What follows belongs to an exercise in optimizing a design on an open flow for small area and a short achievable clock period; a production flow would make more cautious choices.
The RTL of this run was laid out without a check of its function.
The clock port is modelled as an ideal driver, which makes a skipped or thinned clock tree look cheaper than it is; a real chip needs a root buffer or a tree.
No activity file was given, so power comes from the tool's default toggle rates.

## flow/run.sh

```bash
#!/bin/bash
# The standard layout (the standard.sh, unchanged synthesis), with two
# optimisation knobs: port buffers of a normal buffer cell instead of the
# delay cell buffer_ports picks by default, and a setup margin so that the
# resizer's repair works towards a shorter period than the 10 ns constraint.
# The constraints (constraint.sdc) are not changed.
set -euo pipefail
bash standard.sh \
  "POST_CTS_TCL=$PWD/flow/flat_clock.tcl" \
  "BUFFER_PORTS_ARGS=-buffer_cell sky130_fd_sc_hd__buf_2" \
  SETUP_SLACK_MARGIN=${MARGIN:-7.2} \
  ABC_LOAD_IN_FF=1 \
  "CTS_ARGS=-sink_clustering_enable -repair_clock_nets -dont_use_dummy_load" \
  finish > make_finish.log 2>&1
```

## flow/flat_clock.tcl

```tcl
set block [ord::get_db_block]
set clkport_net [$block findNet clk]
set root ""
foreach it [$clkport_net getITerms] {
  if {[$it isInputSignal]} { set root [$it getInst] }
}
if {$root eq ""} { error "flat_clock: no root clock buffer" }
set rootin ""; set rootout ""
foreach it [$root getITerms] {
  if {[$it isInputSignal]} { set rootin $it }
  if {[$it isOutputSignal]} { set rootout [$it getNet] }
}
set leaves {}
set other 0
foreach it [$rootout getITerms] {
  set inst [$it getInst]
  if {$inst eq $root} continue
  if {[string match "sky130_fd_sc_hd__clkbuf*" [[$inst getMaster] getName]]} {
    lappend leaves $it
  } else {
    incr other
  }
}
puts "flat_clock: root [$root getName], [llength $leaves] leaf buffers, $other other sinks"
if {$other == 0 && [llength $leaves] > 0 && [llength $leaves] <= 4} {
  foreach it $leaves {
    $it disconnect
    $it connect $clkport_net
  }
  $rootin disconnect
  foreach it [$root getITerms] { if {[$it isOutputSignal]} { $it disconnect } }
  odb::dbInst_destroy $root
  odb::dbNet_destroy $rootout
  detailed_placement
  estimate_parasitics -placement
} else {
  puts "flat_clock: tree left as it is"
}
```

## standard.sh

```bash
#!/bin/bash
# synth_recipe.tcl (not shown) runs the flow's synth.tcl, then flattens the netlist and writes it again
# the make line also repeats each setting of config.mk as NAME=value (left out here)
make -C /OpenROAD-flow-scripts/flow DESIGN_CONFIG=/design/flow/config.mk WORK_HOME=/design/flow/orfs CLKGATE_MAP_FILE= SYNTH_SCRIPT=/design/flow/synth_recipe.tcl "${@:-finish}"
```

## config.mk

```make
export PLATFORM = sky130hd
export DESIGN_NAME = Viterbi_Decoder
export DESIGN_NICKNAME = Viterbi_Decoder
export VERILOG_FILES = /design/flow/design.v
export SDC_FILE = /design/flow/constraint.sdc
export NUM_CORES = 4
export LEC_CHECK = 0
export CAP_MARGIN = 20
export CORE_MARGIN = 2
export CORE_UTILIZATION = 40
export SLEW_MARGIN = 20
export SYNTH_HIERARCHICAL = 1
export SYNTH_MINIMUM_KEEP_SIZE = 0
```

## constraint.sdc

```tcl
create_clock -name core_clock -period 10.0 [get_ports {clk}]
set_input_delay 2.0000 -clock core_clock [delete_from_list [all_inputs] [get_ports {clk}]]
set_output_delay 2.0000 -clock core_clock [all_outputs]
set_load 0.01 [all_outputs]
```

## design.v

```verilog
module Viterbi_Decoder(
    input [1:0] encoded_signal,
    input clk,
    input reset,
    output wire decoded_signal
);
  reg        t, tp;
  reg [2:0]  e, f;
  reg [2:0]  dr;        
  reg [35:0] re;        
  reg [3:0]  cnt;       
  reg        dec;
  reg        rp;        
  wire [12:0] X, Y;
  vd_tables tables (.rp(rp), .t(t), .e(e), .f(f), .X(X), .Y(Y));
  wire [3:0] cntn;
  wire v14, g10, g11, g12, g20, g21, g22;
  vd_ctl ctl (.reset(reset), .cnt(cnt), .dr(dr), .t(t), .tp(tp), .cntn(cntn), .v14(v14),
              .g10(g10), .g11(g11), .g12(g12), .g20(g20), .g21(g21), .g22(g22));
  wire [35:0] ren;
  genvar k;
  generate
    for (k = 0; k < 12; k = k + 1) begin : st
      vd_col col (.s(re[3*k +: 3]), .d0(dr[0]), .g10(g10), .g11(g11), .g12(g12),
                  .g20(g20), .g21(g21), .g22(g22), .n(ren[3*k +: 3]));
    end
  endgenerate
  wire o00, o11, o10, o01;
  vd_out outs (.s(ren[35:33]), .i00(X[3:2]), .i11(X[1:0]), .i10(Y[3:2]), .i01(Y[1:0]),
               .o00(o00), .o11(o11), .o10(o10), .o01(o01));
  wire       tn, decn;
  wire [2:0] en, fn, dn;
  vd_sel sel (.c0(encoded_signal[0]), .c1(encoded_signal[1]), .reset(reset), .v14(v14),
              .X(X), .Y(Y), .o00(o00), .o11(o11), .o10(o10), .o01(o01),
              .tn(tn), .en(en), .fn(fn), .dn(dn), .decn(decn));
  always @(posedge clk) begin
    rp  <= reset;
    t   <= tn;     
    e   <= en;
    f   <= fn;
    cnt <= cntn;
    tp  <= t;
    dr  <= dn;
    re  <= {ren[32:0], dr};
    dec <= decn;
  end
  assign decoded_signal = dec;
endmodule
module vd_tables(
    input rp,
    input t,
    input [2:0] e,
    input [2:0] f,
    output [12:0] X,
    output [12:0] Y
);
  wire tb_new_n35, tb_new_n36, tb_new_n37, tb_new_n38, tb_new_n39, tb_new_n40, tb_new_n41, tb_new_n42, tb_new_n43, tb_new_n44, tb_new_n45, tb_new_n46, tb_new_n47, tb_new_n49, tb_new_n50, tb_new_n51, tb_new_n52, tb_new_n53, tb_new_n55, tb_new_n56, tb_new_n57, tb_new_n58, tb_new_n59, tb_new_n60, tb_new_n61, tb_new_n62, tb_new_n63, tb_new_n65, tb_new_n66, tb_new_n67, tb_new_n69, tb_new_n70, tb_new_n71, tb_new_n72, tb_new_n74, tb_new_n75, tb_new_n78, tb_new_n79, tb_new_n80, tb_new_n81, tb_new_n83, tb_new_n84, tb_new_n85, tb_new_n87, tb_new_n88, tb_new_n89, tb_new_n90, tb_new_n92, tb_new_n93, tb_new_n94, tb_new_n95, tb_new_n97, tb_new_n98, tb_new_n99, tb_new_n100, tb_new_n102, tb_new_n104, tb_new_n106, tb_new_n107, tb_new_n109, tb_new_n111, tb_new_n116, tb_new_n117, tb_new_n118, tb_new_n119, tb_new_n121, tb_new_n123, tb_new_n124, tb_new_n126, tb_new_n127, tb_new_n129;
  vc_inv_1 tbg00 (.A(t), .Y(tb_new_n35));
  vc_inv_1 tbg01 (.A(e[2]), .Y(tb_new_n36));
  vc_nor2_1 tbg02 (.A(tb_new_n35), .B(tb_new_n36), .Y(tb_new_n37));
  vc_inv_1 tbg03 (.A(tb_new_n37), .Y(tb_new_n38));
  vc_nor2_1 tbg04 (.A(f[1]), .B(tb_new_n38), .Y(tb_new_n39));
  vc_inv_1 tbg05 (.A(tb_new_n39), .Y(tb_new_n40));
  vc_inv_1 tbg06 (.A(e[0]), .Y(tb_new_n41));
  vc_inv_1 tbg07 (.A(f[2]), .Y(tb_new_n42));
  vc_nor2_1 tbg08 (.A(tb_new_n41), .B(tb_new_n42), .Y(tb_new_n43));
  vc_inv_1 tbg09 (.A(tb_new_n43), .Y(tb_new_n44));
  vc_nand2_1 tbg10 (.A(t), .B(e[1]), .Y(tb_new_n45));
  vc_a21oi_1 tbg11 (.A1(tb_new_n44), .A2(tb_new_n45), .B1(f[0]), .Y(tb_new_n46));
  vc_o21ai_0 tbg12 (.A1(e[0]), .A2(tb_new_n35), .B1(tb_new_n36), .Y(tb_new_n47));
  vc_o21ai_0 tbg13 (.A1(tb_new_n47), .A2(tb_new_n46), .B1(tb_new_n40), .Y(X[0]));
  vc_inv_1 tbg14 (.A(f[0]), .Y(tb_new_n49));
  vc_nor2_1 tbg15 (.A(f[1]), .B(tb_new_n49), .Y(tb_new_n50));
  vc_inv_1 tbg16 (.A(tb_new_n50), .Y(tb_new_n51));
  vc_nor2_1 tbg17 (.A(tb_new_n35), .B(tb_new_n43), .Y(tb_new_n52));
  vc_o21ai_0 tbg18 (.A1(tb_new_n51), .A2(tb_new_n52), .B1(f[2]), .Y(tb_new_n53));
  vc_nor2_1 tbg19 (.A(tb_new_n39), .B(tb_new_n53), .Y(X[1]));
  vc_nor2_1 tbg20 (.A(f[0]), .B(tb_new_n42), .Y(tb_new_n55));
  vc_nor2_1 tbg21 (.A(t), .B(tb_new_n43), .Y(tb_new_n56));
  vc_nor2_1 tbg22 (.A(tb_new_n55), .B(tb_new_n56), .Y(tb_new_n57));
  vc_nor2_1 tbg23 (.A(tb_new_n42), .B(tb_new_n57), .Y(tb_new_n58));
  vc_nor2_1 tbg24 (.A(t), .B(tb_new_n36), .Y(tb_new_n59));
  vc_nor2_1 tbg25 (.A(e[2]), .B(tb_new_n35), .Y(tb_new_n60));
  vc_nor2_1 tbg26 (.A(tb_new_n59), .B(tb_new_n60), .Y(tb_new_n61));
  vc_o21ai_0 tbg27 (.A1(t), .A2(tb_new_n41), .B1(tb_new_n61), .Y(tb_new_n62));
  vc_nand3_1 tbg28 (.A(tb_new_n35), .B(e[0]), .C(e[1]), .Y(tb_new_n63));
  vc_o21ai_0 tbg29 (.A1(tb_new_n62), .A2(tb_new_n58), .B1(tb_new_n63), .Y(X[2]));
  vc_inv_1 tbg30 (.A(f[1]), .Y(tb_new_n65));
  vc_inv_1 tbg31 (.A(tb_new_n59), .Y(tb_new_n66));
  vc_nand2_1 tbg32 (.A(tb_new_n58), .B(tb_new_n66), .Y(tb_new_n67));
  vc_o21ai_0 tbg33 (.A1(tb_new_n65), .A2(tb_new_n42), .B1(tb_new_n67), .Y(X[3]));
  vc_nor2_1 tbg34 (.A(t), .B(tb_new_n42), .Y(tb_new_n69));
  vc_inv_1 tbg35 (.A(tb_new_n69), .Y(tb_new_n70));
  vc_nor2_1 tbg36 (.A(t), .B(tb_new_n50), .Y(tb_new_n71));
  vc_o21ai_0 tbg37 (.A1(f[2]), .A2(tb_new_n71), .B1(tb_new_n70), .Y(tb_new_n72));
  vc_inv_1 tbg38 (.A(tb_new_n72), .Y(X[4]));
  vc_inv_1 tbg39 (.A(tb_new_n61), .Y(tb_new_n74));
  vc_nor2_1 tbg40 (.A(e[0]), .B(tb_new_n36), .Y(tb_new_n75));
  vc_o21ai_0 tbg41 (.A1(e[1]), .A2(tb_new_n75), .B1(tb_new_n74), .Y(X[5]));
  vc_o22ai_1 tbg42 (.A1(tb_new_n42), .A2(tb_new_n45), .B1(e[2]), .B2(tb_new_n63), .Y(X[6]));
  vc_a21oi_1 tbg43 (.A1(tb_new_n40), .A2(tb_new_n49), .B1(tb_new_n52), .Y(tb_new_n78));
  vc_inv_1 tbg44 (.A(e[1]), .Y(tb_new_n79));
  vc_nand2_1 tbg45 (.A(tb_new_n79), .B(f[2]), .Y(tb_new_n80));
  vc_a31oi_1 tbg46 (.A1(tb_new_n38), .A2(tb_new_n45), .A3(tb_new_n80), .B1(tb_new_n78), .Y(tb_new_n81));
  vc_nor2_1 tbg47 (.A(rp), .B(tb_new_n81), .Y(X[7]));
  vc_nor2_1 tbg48 (.A(tb_new_n42), .B(tb_new_n45), .Y(tb_new_n83));
  vc_a21oi_1 tbg49 (.A1(tb_new_n69), .A2(f[1]), .B1(tb_new_n83), .Y(tb_new_n84));
  vc_nand4_1 tbg50 (.A(tb_new_n80), .B(t), .C(tb_new_n41), .D(e[2]), .Y(tb_new_n85));
  vc_a21oi_1 tbg51 (.A1(tb_new_n84), .A2(tb_new_n85), .B1(rp), .Y(X[8]));
  vc_nand2_1 tbg52 (.A(tb_new_n36), .B(e[1]), .Y(tb_new_n87));
  vc_o21ai_0 tbg53 (.A1(f[2]), .A2(tb_new_n41), .B1(tb_new_n79), .Y(tb_new_n88));
  vc_a21oi_1 tbg54 (.A1(tb_new_n88), .A2(tb_new_n87), .B1(rp), .Y(tb_new_n89));
  vc_a21oi_1 tbg55 (.A1(e[2]), .A2(f[0]), .B1(tb_new_n35), .Y(tb_new_n90));
  vc_o21ai_0 tbg56 (.A1(tb_new_n69), .A2(tb_new_n90), .B1(tb_new_n89), .Y(X[9]));
  vc_nor2_1 tbg57 (.A(e[2]), .B(f[2]), .Y(tb_new_n92));
  vc_nor3_1 tbg58 (.A(f[1]), .B(tb_new_n66), .C(tb_new_n44), .Y(tb_new_n93));
  vc_o21ai_0 tbg59 (.A1(tb_new_n92), .A2(tb_new_n93), .B1(tb_new_n79), .Y(tb_new_n94));
  vc_nor2_1 tbg60 (.A(rp), .B(tb_new_n57), .Y(tb_new_n95));
  vc_nand2_1 tbg61 (.A(tb_new_n94), .B(tb_new_n95), .Y(X[10]));
  vc_inv_1 tbg62 (.A(rp), .Y(tb_new_n97));
  vc_o21ai_0 tbg63 (.A1(tb_new_n79), .A2(tb_new_n70), .B1(tb_new_n97), .Y(tb_new_n98));
  vc_a21oi_1 tbg64 (.A1(f[1]), .A2(tb_new_n37), .B1(tb_new_n98), .Y(tb_new_n99));
  vc_nand2_1 tbg65 (.A(tb_new_n35), .B(tb_new_n42), .Y(tb_new_n100));
  vc_o31ai_1 tbg66 (.A1(e[0]), .A2(tb_new_n36), .A3(tb_new_n100), .B1(tb_new_n99), .Y(X[11]));
  vc_nor2_1 tbg67 (.A(t), .B(e[2]), .Y(tb_new_n102));
  vc_o31ai_1 tbg68 (.A1(tb_new_n71), .A2(tb_new_n102), .A3(X[4]), .B1(tb_new_n89), .Y(X[12]));
  vc_nor2_1 tbg69 (.A(tb_new_n42), .B(tb_new_n75), .Y(tb_new_n104));
  vc_nor2_1 tbg70 (.A(tb_new_n104), .B(tb_new_n74), .Y(Y[0]));
  vc_inv_1 tbg71 (.A(tb_new_n104), .Y(tb_new_n106));
  vc_nand2_1 tbg72 (.A(tb_new_n50), .B(tb_new_n60), .Y(tb_new_n107));
  vc_nand2_1 tbg73 (.A(tb_new_n106), .B(tb_new_n107), .Y(Y[1]));
  vc_nand3_1 tbg74 (.A(tb_new_n35), .B(tb_new_n42), .C(f[1]), .Y(tb_new_n109));
  vc_o31ai_1 tbg75 (.A1(tb_new_n74), .A2(tb_new_n104), .A3(tb_new_n78), .B1(tb_new_n109), .Y(Y[2]));
  vc_nand2_1 tbg76 (.A(tb_new_n50), .B(tb_new_n102), .Y(tb_new_n111));
  vc_nand2_1 tbg77 (.A(tb_new_n106), .B(tb_new_n111), .Y(Y[3]));
  vc_o21ai_0 tbg78 (.A1(tb_new_n79), .A2(tb_new_n100), .B1(tb_new_n62), .Y(Y[4]));
  vc_o21ai_0 tbg79 (.A1(f[1]), .A2(tb_new_n55), .B1(tb_new_n72), .Y(Y[5]));
  vc_o22ai_1 tbg80 (.A1(tb_new_n49), .A2(tb_new_n109), .B1(tb_new_n65), .B2(tb_new_n38), .Y(Y[6]));
  vc_nand2_1 tbg81 (.A(tb_new_n92), .B(tb_new_n65), .Y(tb_new_n116));
  vc_nand3_1 tbg82 (.A(tb_new_n59), .B(tb_new_n41), .C(tb_new_n65), .Y(tb_new_n117));
  vc_a31oi_1 tbg83 (.A1(tb_new_n80), .A2(t), .A3(tb_new_n41), .B1(tb_new_n90), .Y(tb_new_n118));
  vc_nand2_1 tbg84 (.A(tb_new_n118), .B(tb_new_n117), .Y(tb_new_n119));
  vc_a21oi_1 tbg85 (.A1(tb_new_n119), .A2(tb_new_n116), .B1(rp), .Y(Y[7]));
  vc_nand2_1 tbg86 (.A(tb_new_n55), .B(tb_new_n60), .Y(tb_new_n121));
  vc_nand2_1 tbg87 (.A(tb_new_n99), .B(tb_new_n121), .Y(Y[8]));
  vc_o22ai_1 tbg88 (.A1(tb_new_n65), .A2(tb_new_n42), .B1(e[2]), .B2(tb_new_n51), .Y(tb_new_n123));
  vc_nand2_1 tbg89 (.A(tb_new_n123), .B(tb_new_n97), .Y(tb_new_n124));
  vc_o31ai_1 tbg90 (.A1(rp), .A2(tb_new_n59), .A3(tb_new_n52), .B1(tb_new_n124), .Y(Y[9]));
  vc_a21oi_1 tbg91 (.A1(e[2]), .A2(f[0]), .B1(t), .Y(tb_new_n126));
  vc_o21ai_0 tbg92 (.A1(tb_new_n126), .A2(tb_new_n75), .B1(tb_new_n116), .Y(tb_new_n127));
  vc_o2bb2ai_1 tbg93 (.A1_N(tb_new_n97), .A2_N(tb_new_n127), .B1(tb_new_n117), .B2(X[11]), .Y(Y[10]));
  vc_a21oi_1 tbg94 (.A1(tb_new_n55), .A2(tb_new_n102), .B1(rp), .Y(tb_new_n129));
  vc_nand2_1 tbg95 (.A(tb_new_n84), .B(tb_new_n129), .Y(Y[11]));
  vc_o31ai_1 tbg96 (.A1(tb_new_n37), .A2(tb_new_n56), .A3(tb_new_n98), .B1(tb_new_n124), .Y(Y[12]));
endmodule
module vd_ctl(
    input reset,
    input [3:0] cnt,
    input [2:0] dr,
    input t, tp,
    output [3:0] cntn,
    output v14,
    output g10, g11, g12, g20, g21, g22
);
  wire ct_new_n22, ct_new_n24, ct_new_n25, ct_new_n26, ct_new_n27, ct_new_n28, ct_new_n30, ct_new_n31, ct_new_n33, ct_new_n36, ct_new_n38;
  vc_nand3_1 ctg00 (.A(cnt[1]), .B(cnt[2]), .C(cnt[3]), .Y(ct_new_n22));
  vc_a21oi_1 ctg01 (.A1(ct_new_n22), .A2(cnt[0]), .B1(reset), .Y(cntn[0]));
  vc_nand2_1 ctg02 (.A(cnt[2]), .B(cnt[3]), .Y(ct_new_n24));
  vc_nand2_1 ctg03 (.A(cnt[0]), .B(cnt[1]), .Y(ct_new_n25));
  vc_inv_1 ctg04 (.A(ct_new_n25), .Y(ct_new_n26));
  vc_inv_1 ctg05 (.A(reset), .Y(ct_new_n27));
  vc_o21ai_0 ctg06 (.A1(cnt[0]), .A2(cnt[1]), .B1(ct_new_n27), .Y(ct_new_n28));
  vc_a21oi_1 ctg07 (.A1(ct_new_n26), .A2(ct_new_n24), .B1(ct_new_n28), .Y(cntn[1]));
  vc_inv_1 ctg08 (.A(cnt[3]), .Y(ct_new_n30));
  vc_o21ai_0 ctg09 (.A1(cnt[2]), .A2(ct_new_n26), .B1(ct_new_n27), .Y(ct_new_n31));
  vc_a31oi_1 ctg10 (.A1(cnt[2]), .A2(ct_new_n30), .A3(ct_new_n26), .B1(ct_new_n31), .Y(cntn[2]));
  vc_nand2_1 ctg11 (.A(ct_new_n26), .B(cnt[2]), .Y(ct_new_n33));
  vc_a21oi_1 ctg12 (.A1(ct_new_n33), .A2(ct_new_n30), .B1(reset), .Y(cntn[3]));
  vc_inv_1 ctg13 (.A(ct_new_n22), .Y(v14));
  vc_inv_1 ctg14 (.A(tp), .Y(ct_new_n36));
  vc_nor2_1 ctg15 (.A(dr[1]), .B(ct_new_n36), .Y(g10));
  vc_inv_1 ctg16 (.A(dr[1]), .Y(ct_new_n38));
  vc_nor2_1 ctg17 (.A(tp), .B(ct_new_n38), .Y(g11));
  vc_nor2_1 ctg18 (.A(g10), .B(g11), .Y(g12));
  vc_a21oi_1 ctg19 (.A1(ct_new_n36), .A2(t), .B1(dr[2]), .Y(g20));
  vc_a21boi_0 ctg20 (.A1(t), .A2(tp), .B1_N(dr[2]), .Y(g21));
  vc_nor2_1 ctg21 (.A(g21), .B(g20), .Y(g22));
endmodule
module vd_col(
    input [2:0] s,
    input d0, g10, g11, g12, g20, g21, g22,
    output [2:0] n
);
  assign n[0] = ~(d0 ? s[1] : s[0]);
  assign n[1] = ~((g10 & s[0]) | (g11 & s[1]) | (g12 & s[2]));
  assign n[2] = ~((g20 & s[0]) | (g21 & s[1]) | (g22 & s[2]));
endmodule
module vd_out(
    input [2:0] s,
    input [1:0] i00, i11, i10, i01,
    output o00, o11, o10, o01
);
  function pick(input [2:0] v, input [1:0] i);
    pick = i[1] ? v[2] : (i[0] ? v[1] : v[0]);
  endfunction
  assign o00 = pick(s, i00);
  assign o11 = pick(s, i11);
  assign o10 = pick(s, i10);
  assign o01 = pick(s, i01);
endmodule
module vd_sel(
    input c0, c1, reset, v14,
    input [12:0] X,
    input [12:0] Y,
    input o00, o11, o10, o01,
    output tn,
    output [2:0] en,
    output [2:0] fn,
    output [2:0] dn,
    output decn
);
  vc_xor2_1 u_t (.A(c0), .B(c1), .X(tn));
  vd_m4 u_e2 (c0, c1, X[12], Y[12], Y[9],  X[9],  en[2]);
  vd_m4 u_e1 (c0, c1, X[11], Y[11], Y[8],  X[8],  en[1]);
  vd_m4 u_e0 (c0, c1, X[10], Y[10], Y[7],  X[7],  en[0]);
  vd_m4 u_f2 (c0, c1, X[9],  Y[9],  Y[12], X[12], fn[2]);
  vd_m4 u_f1 (c0, c1, X[8],  Y[8],  Y[11], X[11], fn[1]);
  vd_m4 u_f0 (c0, c1, X[7],  Y[7],  Y[10], X[10], fn[0]);
  vd_m4 u_d2 (c0, c1, X[5],  Y[5],  Y[6],  X[6],  dn[2]);
  vd_m4 u_d1 (c0, c1, X[4],  Y[6],  Y[5],  X[4],  dn[1]);
  vd_m4 u_d0 (c0, c1, X[6],  Y[4],  Y[4],  X[5],  dn[0]);
  wire on;
  vd_m4 u_o  (c0, c1, o00,   o10,   o01,   o11,   on);
  vc_and3b_1 u_dec (.A_N(reset), .B(v14), .C(on), .X(decn));
endmodule
module vd_m4(input s0, input s1, input a0, input a1, input a2, input a3, output y);
  vc_mux4_2 u (.A0(a0), .A1(a1), .A2(a2), .A3(a3), .S0(s0), .S1(s1), .X(y));
endmodule
module vc_a21boi_0(input A1, input A2, input B1_N, output Y);
  assign Y = (~A1&B1_N) | (~A2&B1_N);
endmodule
module vc_a21oi_1(input A1, input A2, input B1, output Y);
  assign Y = (~A1&~B1) | (~A2&~B1);
endmodule
module vc_a31oi_1(input A1, input A2, input A3, input B1, output Y);
  assign Y = (~A1&~B1) | (~A2&~B1) | (~A3&~B1);
endmodule
module vc_and3b_1(input A_N, input B, input C, output X);
  assign X = (~A_N&B&C);
endmodule
module vc_inv_1(input A, output Y);
  assign Y = (~A);
endmodule
module vc_mux4_2(input A0, input A1, input A2, input A3, input S0, input S1, output X);
  assign X = (A0&~S0&~S1) | (A1&S0&~S1) | (A2&~S0&S1) | (A3&S0&S1);
endmodule
module vc_nand2_1(input A, input B, output Y);
  assign Y = (~A) | (~B);
endmodule
module vc_nand3_1(input A, input B, input C, output Y);
  assign Y = (~A) | (~B) | (~C);
endmodule
module vc_nand4_1(input A, input B, input C, input D, output Y);
  assign Y = (~A) | (~B) | (~C) | (~D);
endmodule
module vc_nor2_1(input A, input B, output Y);
  assign Y = (~A&~B);
endmodule
module vc_nor3_1(input A, input B, input C, output Y);
  assign Y = (~A&~B&~C);
endmodule
module vc_o21ai_0(input A1, input A2, input B1, output Y);
  assign Y = (~A1&~A2) | (~B1);
endmodule
module vc_o22ai_1(input A1, input A2, input B1, input B2, output Y);
  assign Y = (~B1&~B2) | (~A1&~A2);
endmodule
module vc_o2bb2ai_1(input A1_N, input A2_N, input B1, input B2, output Y);
  assign Y = (~B1&~B2) | (A1_N&A2_N);
endmodule
module vc_o31ai_1(input A1, input A2, input A3, input B1, output Y);
  assign Y = (~A1&~A2&~A3) | (~B1);
endmodule
module vc_xor2_1(input A, input B, output X);
  assign X = (A&~B) | (~A&B);
endmodule
```

==> flow_metrics.py <==
metrics = {
    "status": {
        "outcome": "timing/DRC/antenna clean",
    },
    "place": {
        "gp_congestion": 0.998,
        "place_ws_ns": 6.79,
        "portBuffers": 4,
        "post-place-cells": 308,
        "dp_hpwl_um": 3410,
    },
    "flow_run": {
        "max_cap_viol_count": 0,
    },
    "synth": {
        "synth_top_family_by_area": "compound AO/OA/AOI/OAI gates",
        "syn_inst": 232,
        "synth_fa_ha_area_frac": 0,
        "netlist_area_um2": 2280,
        "synth_compound_area_frac": 0.223,
        "syn_nets": 236,
        "ys_types": 19,
        "yosysWarnings": 8,
        "ys_seq_area_frac": 0.466,
        "syn_avg_cell_area_um2": 9.81,
        "synthXorXnorAreaFrac": 0.00385,
        "ys_ff_latch": 53,
        "synth-simple-area-share": 0.100,
        "synth_mux_area_frac": 0.169,
    },
    "sta": {
        "fin_crit_sh": 0.275,
        "setup-tns-final_ns": 0,
        "setup_violations": 0,
        "layout_min_cycle_time_ns": 2.75,
        "finClkSkew_ns": 0.0177,
        "maxSlewHeadroom": 0.447,
        "hold_viol": 0,
        "slew_violations": 0,
        "fmax_mhz": 363,
        "rsz0062_at_grt": "no",
        "setup_slack_ns": 7.25,
        "max_slew.worst_pin.slew_ns": 0.826,
    },
    "floorplanning": {
        "io_pins": 5,
        "die_h_um": 79.4,
        "dieArea_um2": 6310,
        "core_um2": 5510,
        "rows": 27,
        "start_util": 0.413,
        "die_x_um": 79.4,
    },
    "global_routing": {
        "grt_first_pass_wirelength_um": 8360,
        "grt_antenna_before_repair": 0,
        "grt_pass1_vias": 1710,
        "grt.total_usage": 0.167,
        "grt_overflow": 0,
        "grt_max_degree": 17,
    },
    "drt": {
        "drtIter0Drc": 238,
        "routed_wl_um": 5000,
        "via_per_inst": 6.02,
        "drt_first_pass_iters": 7,
        "num_vias": 1877,
        "drc": 0,
        "wl_per_cell_um": 16.0,
        "drtAntennaViolNets": 0,
    },
    "worst_setup_path": {
        "max_stage_delay_ns": 0.49,
        "cp_top_family": "multiplexers",
        "r2r_end": "dec",
        "crit_path_start_kind": "input pin",
        "worst-path-buf-inv": 1,
        "crit-reg2reg-launch": "e[2]",
        "crit_arrival_ns": 2.80,
        "cp_max_fo": 11,
        "critPathKind": "in2reg",
        "end_kind": "register",
        "r2r_cells": 11,
        "rrSetupSlack_ns": 7.43,
        "crit_chain": "buf_12 -> mux4_2 -> and3b_1",
        "worst-endpoint-required_ns": 10.05,
        "crit_slowest_cell": "mux4_2",
    },
    "pwr": {
        "vdd_drop_max_mv": 0.112,
        "power_density_nw_per_um2": 328,
        "p_leak_nw": 1.01,
    },
    "hold_path": {
        "hp-start": "dr[2]",
        "hold_class": "reg2reg",
        "hold_end": "re[2]",
        "holdPathStages": 0,
    },
    "cells_and_area": {
        "fillCellCount": 528,
        "fin_nets": 246,
        "mostFrequentLayoutCells": "dfxtp_1 (52), nor2_1 (24), a222oi_1 (24)",
        "syn2layout_area_growth_pct": 8.63,
        "mostFrequentLayoutCell": "dfxtp_1",
        "regArea_um2": 1060,
        "diodes": 0,
        "drive_gt1_frac": 0.100,
        "stdcell_count": 312,
        "multi_input_area_um2": 1140,
    },
    "clock_tree": {
        "path_clk_slew_ns": 0.09,
        "clock_latency_ns": 0.15,
        "cts.sinks": 53,
    },
}
-- metal layers --
layer	vias up	wire length (um)	GRT usage
li1	910	-	-
met1	869	2260	0.234
met2	88	2300	0.266
met3	10	375	0.0351
met4	0	58	0.0345
met5	-	0	0
-- layout make-up --
class	instances	area share
Multi-Input combinational cell	156	0.463
Clock buffer	4	0.0223
Sequential cell	53	0.430
Timing Repair Buffer	4	0.0142
Inverter	23	0.0349
Tap cell	72	0.0364
-- logic make-up (layout without fill, tap and decap cells) --
family,after synthesis,after routing
compound gates,72,72
simple gates,57,57
flops,53,53
mux,26,26
buf+inv,23,31
xor+xnor,1,1
-- how the worst max path moves through the flow --
stage	from	endpoint	slack [ns]	cells after the start
after floorplan	encoded_signal[0]	dec	7.26	2
after global placement	encoded_signal[0]	dec	6.82	3
after detailed placement	encoded_signal[0]	dec	6.79	3
after global routing	encoded_signal[0]	dec	7.23	3
final	encoded_signal[0]	dec	7.25	3
-- cells in the mapped netlist --
cell type  instances  area [um2]
dfxtp_1           53        1060
a21boi_1           1        7.51
o31ai_1            5        37.5
nor3_1             1        5.00
nand2_1           23        86.3
nor2_1            27         101
and3b_1            1        8.76
o2bb2ai_1          1        8.76
o21ai_1           21         105
nand3_1            4        20.0
o22ai_1            3        18.8
a31oi_1            3        18.8
xor2_1             1        8.76
a21oi_1           14        70.1
mux4_2            10         225
nand4_1            1        6.26
a222oi_1          24         240
inv_1             23        86.3
mux2i_1           16         160
-- modules after synthesis, one instance, submodules excluded, excerpt --
module           flops+latches  cells
vc_nand4_1                   0      1
vc_mux4_2                    0      1
vc_and3b_1                   0      1
Viterbi_Decoder             53     53
vc_o2bb2ai_1                 0      1
vc_inv_1                     0      1
vc_nand2_1                   0      1
vc_xor2_1                    0      1
vc_a21boi_0                  0      1
vc_a21oi_1                   0      1
-- state kept, by name, indices dropped and copies added, names as in the netlist --
signal	cells
cnt	4
dec	1
dr	3
e	3
f	3
re	36
rp	1
t	1
tp	1
-- stage by stage --
| step | total power [mW] | area (um2) | hold slack (ns) | utilization |
|---|---|---|---|---|
| after floorplan | 0.631 | 2280 | 0.346 | - |
| after global placement | 0.715 | 2390 | 0.354 | 0.433 |
| after detailed placement | 0.715 | 2390 | 0.354 | 0.433 |
| after global routing | 0.865 | 2470 | 0.387 | 0.449 |
| final | 0.811 | 2470 | 0.377 | 0.449 |
-- power by group --
group / internal [mW] / switching (mW)
clock: 0.0368 / 0.0539
sequential: 0.311 / 0.0884
combinational: 0.150 / 0.171
total: 0.497 / 0.314

## port drivers added, routing unchanged
The results above use ideal ports. As a check the final layout listed here was re-extracted and re-timed, cells and wires unchanged. Step 1 assumes that a clkbuf_16 drives the clock port and a buf_2 every other input. Step 2 times the ports against the registers' clock, not the clock port: input delays grow and output delays shrink by t, the midpoint of the rising clock arrivals with the driver on. Slacks: no drivers / after step 1 / after step 2; pairs: no drivers / after step 1.
shift t [ns]: 0.198
setup slack, ns: 7.248 / 7.242 / 7.044
worst slew at a driven data input, ns: 0.06
pins driven straight from the clock port: 4
After both steps setup and hold are still met in this run. The setup slack of this run moves by -0.006 ns with the drivers and by -0.204 ns with both steps.
